Source: an optimization exercise on an open RTL-to-GDS flow (aim: small area and a short achievable clock period). Production flows keep margins and buffers that such runs may drop. Only simulation tests tie the RTL to the original design; equivalence was not proved.

`flow/run.sh`:
```
#!/bin/bash
# synth_recipe.tcl (not shown) runs the flow's synth.tcl, then flattens the netlist and writes it again
# the make line also repeats each setting of config.mk as NAME=value (left out here)
make -C /OpenROAD-flow-scripts/flow DESIGN_CONFIG=/design/flow/config.mk WORK_HOME=/design/flow/orfs CLKGATE_MAP_FILE= SYNTH_SCRIPT=/design/flow/synth_recipe.tcl finish
```
`flow/config.mk`:
```
export PLATFORM = sky130hd
export DESIGN_NAME = fpmul_pipe
export DESIGN_NICKNAME = fpmul_pipe
export VERILOG_FILES = /design/flow/design.v
export SDC_FILE = /design/flow/constraint.sdc
export NUM_CORES = 4
export LEC_CHECK = 0
export CAP_MARGIN = 20
export CORE_MARGIN = 2
export CORE_UTILIZATION = 40
export SLEW_MARGIN = 20
```
`flow/constraint.sdc`:
```
create_clock -name core_clock -period 9.5 [get_ports {clk}]
set_input_delay 1.9000 -clock core_clock [delete_from_list [all_inputs] [get_ports {clk}]]
set_output_delay 1.9000 -clock core_clock [all_outputs]
set_load 0.01 [all_outputs]
```
`flow/design.v`:
```
module fpmul (oprA, oprB, Result);
    input [31:0] oprA, oprB;
    output [31:0] Result;
    wire s_a, s_b;
    wire [7:0] exp_a, exp_b;
    wire [22:0] frac_a, frac_b;
    reg s_z; 
    reg [7:0] exp_z;
    reg [22:0] frac_z;
    assign {s_a, exp_a, frac_a} = oprA;
    assign {s_b, exp_b, frac_b} = oprB;
    assign Result = {s_z, exp_z, frac_z};
    always @(*)
        if(s_a == s_b) s_z = 1'b0;
        else s_z = 1'b1;
    reg [47:0] frac_z_i;
    reg inc_1;  
    always @(*)
    begin
        frac_z_i = {1'b1, frac_a} * {1'b1, frac_b};
        if(frac_z_i[47])
        begin
            inc_1 = 1'b1;
            frac_z = frac_z_i[46-:23];
        end
        else
        begin
            inc_1 = 1'b0;
            frac_z = frac_z_i[45-:23];
        end
    end
    reg [7:0] exp_z_2i;
    always @(*)
    begin
        exp_z_2i = (exp_a + exp_b) - 127;
        if(inc_1) exp_z = exp_z_2i + 1;
        else exp_z = exp_z_2i;
    end
endmodule
module fpmul_pipe (clk, oprA, oprB, Result);
    input clk;
    input [31:0] oprA, oprB;
    output [31:0] Result;
    reg [31:0] a_q, b_q;
    reg [31:0] r_q;
    wire [31:0] r_d;
    fpmul u_fpmul (.oprA(a_q), .oprB(b_q), .Result(r_d));
    always @(posedge clk)
    begin
        a_q <= oprA;
        b_q <= oprB;
        r_q <= r_d;
    end
    assign Result = r_q;
endmodule
```
==> reports/results.txt <==
Outcome -> timing/DRC/antenna clean
Initial core utilization -> 0.406
Largest net degree at the start of global routing -> 26
Final hold vios -> 0
Die W -> 233 um
Startpoint Class -> flip-flop
GP Congestion -> 0.949
WP data required -> 9.79 ns
DP Area -> 0.0227 mm2
Root buf cell -> clkbuf_16
DP Worst Slack -> 1.05 ns
TritonRoute pass-1 iters -> 5
RSZ-0062 raised after global routing -> no
TritonCTS buffer count -> 9
Sink Count -> 96
Dpl cells -> 2,989
Period minus WS final -> 8.57 ns
DR vias -> 14,800
Top_reg_cell synth -> dfxtp_1
Worst reg2reg setup slack -> 0.93 ns
Largest area contributor in the netlist -> fa_1
H-tree levels -> 3
Post-synth EDFFs -> 0
CP Class -> flip-flop to flip-flop
CP top delay family -> adder cells
Clock skew -> 0.0255 ns
Vias in the first global route -> 16,600
Synth area leaders -> fa_1 (46%), ha_1 (11%), inv_1 (11%)
Top cell type's share of synthesized area -> 0.462
Syn_nets -> 2,999
Post-cts resize count -> 0
WP buf/inv -> 6
Max-cap viol count -> 0
Worst-path clk slew -> 0.10 ns
Post-synth cell types -> 62
Hpwl dp -> 46.6 mm
Worst skew pair latency -> 0.41 ns
CP max-delay cell -> dfxtp_1
CTS tree -> built
Core Region -> 0.0515 mm2
Most common cell on crit path -> fa_1
Chip height -> 233 um
Peak Freq -> 117 MHz
GR Overflow Total -> 0
Cell count after synthesis -> 2,269
Final period util -> 0.902
Fill count -> 5,066
Die area -> 0.0541 mm2
Layout cells sized above 1 -> 0.0323
Port bufs -> 96
CP Capture Type -> flip-flop
Postcts setup bufs -> 0
Fin cells -> 3,005
Nets -> 3,050
Critical Path Fanout Max -> 24
Post-Route WL -> 56.4 mm
Syn avg cell area -> 9.21 um2
Cell row count -> 83
Synthesis warning total -> 2
Synth Register Bits -> 96
Wire per inst -> 18.8 um
Post-synth ARST share -> 0
Via/cell ratio -> 4.94
Max_slew headroom -> 0.259
Setup WS post-layout -> 0.934 ns
CTS Hold Bufs -> 0
Arr. time, crit path -> 8.86 ns
Sum Neg Setup Slack -> 0 ns
Synthesized cell area -> 0.0209 mm2
Slew Limit Fails -> 0
Post-route cell area -> 0.0230 mm2
First-pass GRT wire length -> 92.1 mm
DR iter-0 viols -> 744
Post-route DRC violation count -> 0
Worst Tran Pin Value -> 1.11 ns
IO Pins -> 97
Final setup violation count -> 0
Sequential area share after synthesis -> 0.0919
CTS max path bufs -> 2
Diodes inserted -> 0
Hold Crit Class -> flip-flop to flip-flop
Slowest stage delay, CP -> 1.05 ns
Initial antenna violation count -> 0
ANT nets after route -> 0
Layout area overhead -> 9.83%
GRT Util Overall -> 0.225
cell usage in the layout, fill, tap and decap left out, types with 26 or more instances in the layout:
cell type        netlist  final
a21oi_1               39     39
and2_1               239    239
buf_4                  1     42
clkdlybuf4s50_1        0     96
dfxtp_1               96     95
fa_1                 482    482
ha_1                 183    183
inv_1                604    604
nand2_1              298    298
nor2_1                50     50
xnor2_1               27     26
final timing paths:
kind | start | end | cells after the start
worst max-delay path | a_q[9]$_DFF_P_ | r_q[22]$_DFF_P_ | 25
worst min-delay path | a_q[31]$_DFF_P_ | r_q[31]$_DFF_P_ | 1
worst max register to register | a_q[9]$_DFF_P_ | r_q[22]$_DFF_P_ | 25
worst min register to register | a_q[31]$_DFF_P_ | r_q[31]$_DFF_P_ | 1
per-layer routing:
metal | vias up | share of wire | global-route usage
met3 | 67 | 0.071 | 0.0455
met1 | 7671 | 0.43 | 0.301
li1 | 6641 | - | -
met4 | 0 | 0.029 | 0.0754
met5 | - | 0 | 0
met2 | 459 | 0.47 | 0.365
cells in the mapped netlist (4+ instances only):
cell,n
a21o_1,15
mux2i_1,7
dfxtp_1,96
nand3_1,10
and3_1,5
a21oi_1,39
and2_1,239
nand4_1,9
buf_2,4
o21bai_1,6
nor3_1,6
nand2_1,298
inv_1,604
nor2_1,50
xnor2_1,27
fa_1,482
o21ai_0,18
clkbuf_1,91
o21ai_1,5
xor2_1,12
ha_1,183
cell type report:
| cell class | instances | area, um2 | area share |
|---|---|---|---|
| multi-input cells | 1468 | 16300 | 0.711 |
| clock inverters | 6 | 57.6 | 0.00251 |
| clock buffers | 10 | 229 | 0.00997 |
| well taps | 680 | 851 | 0.0371 |
| inverters | 606 | 2270 | 0.0991 |
| repair buffers | 139 | 1300 | 0.0565 |
| flip-flops and latches | 96 | 1920 | 0.0838 |
metrics by stage:
stage / utilization / hold slack [ns]
finish: 0.446 / 0.428
floorplan: - / 0.406
global route: 0.446 / 0.452
detailed placement: 0.440 / 0.415
CTS: 0.446 / 0.429
global placement: 0.440 / 0.415
state kept, by name, summed over array words and instances, names as in the netlist:
name  count
a_q      32
b_q      32
r_q      32
worst register-to-register path: stages, from the launching register on:
cell	delay, ns
dfxtp_1	1.05
nand2_1	0.21
fa_1	0.55
fa_1	0.55
inv_1	0.05
fa_1	0.49
inv_1	0.05
fa_1	0.53
inv_1	0.05
fa_1	0.38
fa_1	0.51
inv_1	0.05
fa_1	0.48
inv_1	0.05
ha_1	0.34
nand3_1	0.15
nor4_1	0.72
a22oi_1	0.31
a21oi_2	0.27
or3_1	0.26
a31o_4	0.22
a31oi_4	0.12
xor2_2	0.45
buf_4	0.28
nor3_1	0.06
a222oi_1	0.25
cell families (layout without fill, tap and decap cells):
kind of cell / Yosys count / in the layout / share of synthesized area
muxes: 11 / 11 / 0.00551
xor gates and xnor gates: 40 / 40 / 0.0171
buffers and inverters: 705 / 761 / 0.127
adders and majority gates: 665 / 665 / 0.571
DFF: 96 / 96 / 0.0919
and+or+nand+nor: 633 / 633 / 0.147
AOI/OAI and AO/OA: 119 / 119 / 0.0397

-- re-timing with driven ports --
How much do the figures lean on ideal ports? The routed layout below was timed once more, with nothing changed but the port constraints. Step 1, drivers: a clkbuf_16 drives clk and a buf_2 each remaining input, both assumed. Step 2, shift: input delay + t, output delay - t, t = (earliest + latest rising clock arrival at the registers) / 2. This alone moves slack from input paths to output paths. Three values: ideal ports, drivers, drivers and shift; two values: the first two.
t (ns): 0.463
slack for setup (ns): 0.934 / 0.934 / 0.934
worst setup path after step 2: register to register
worst data-port slew with drivers (ns): 0.06
After both steps this run still meets setup and hold. For this run, drivers alone change the setup slack by 0.000 ns; drivers and shift together by 0.000 ns.
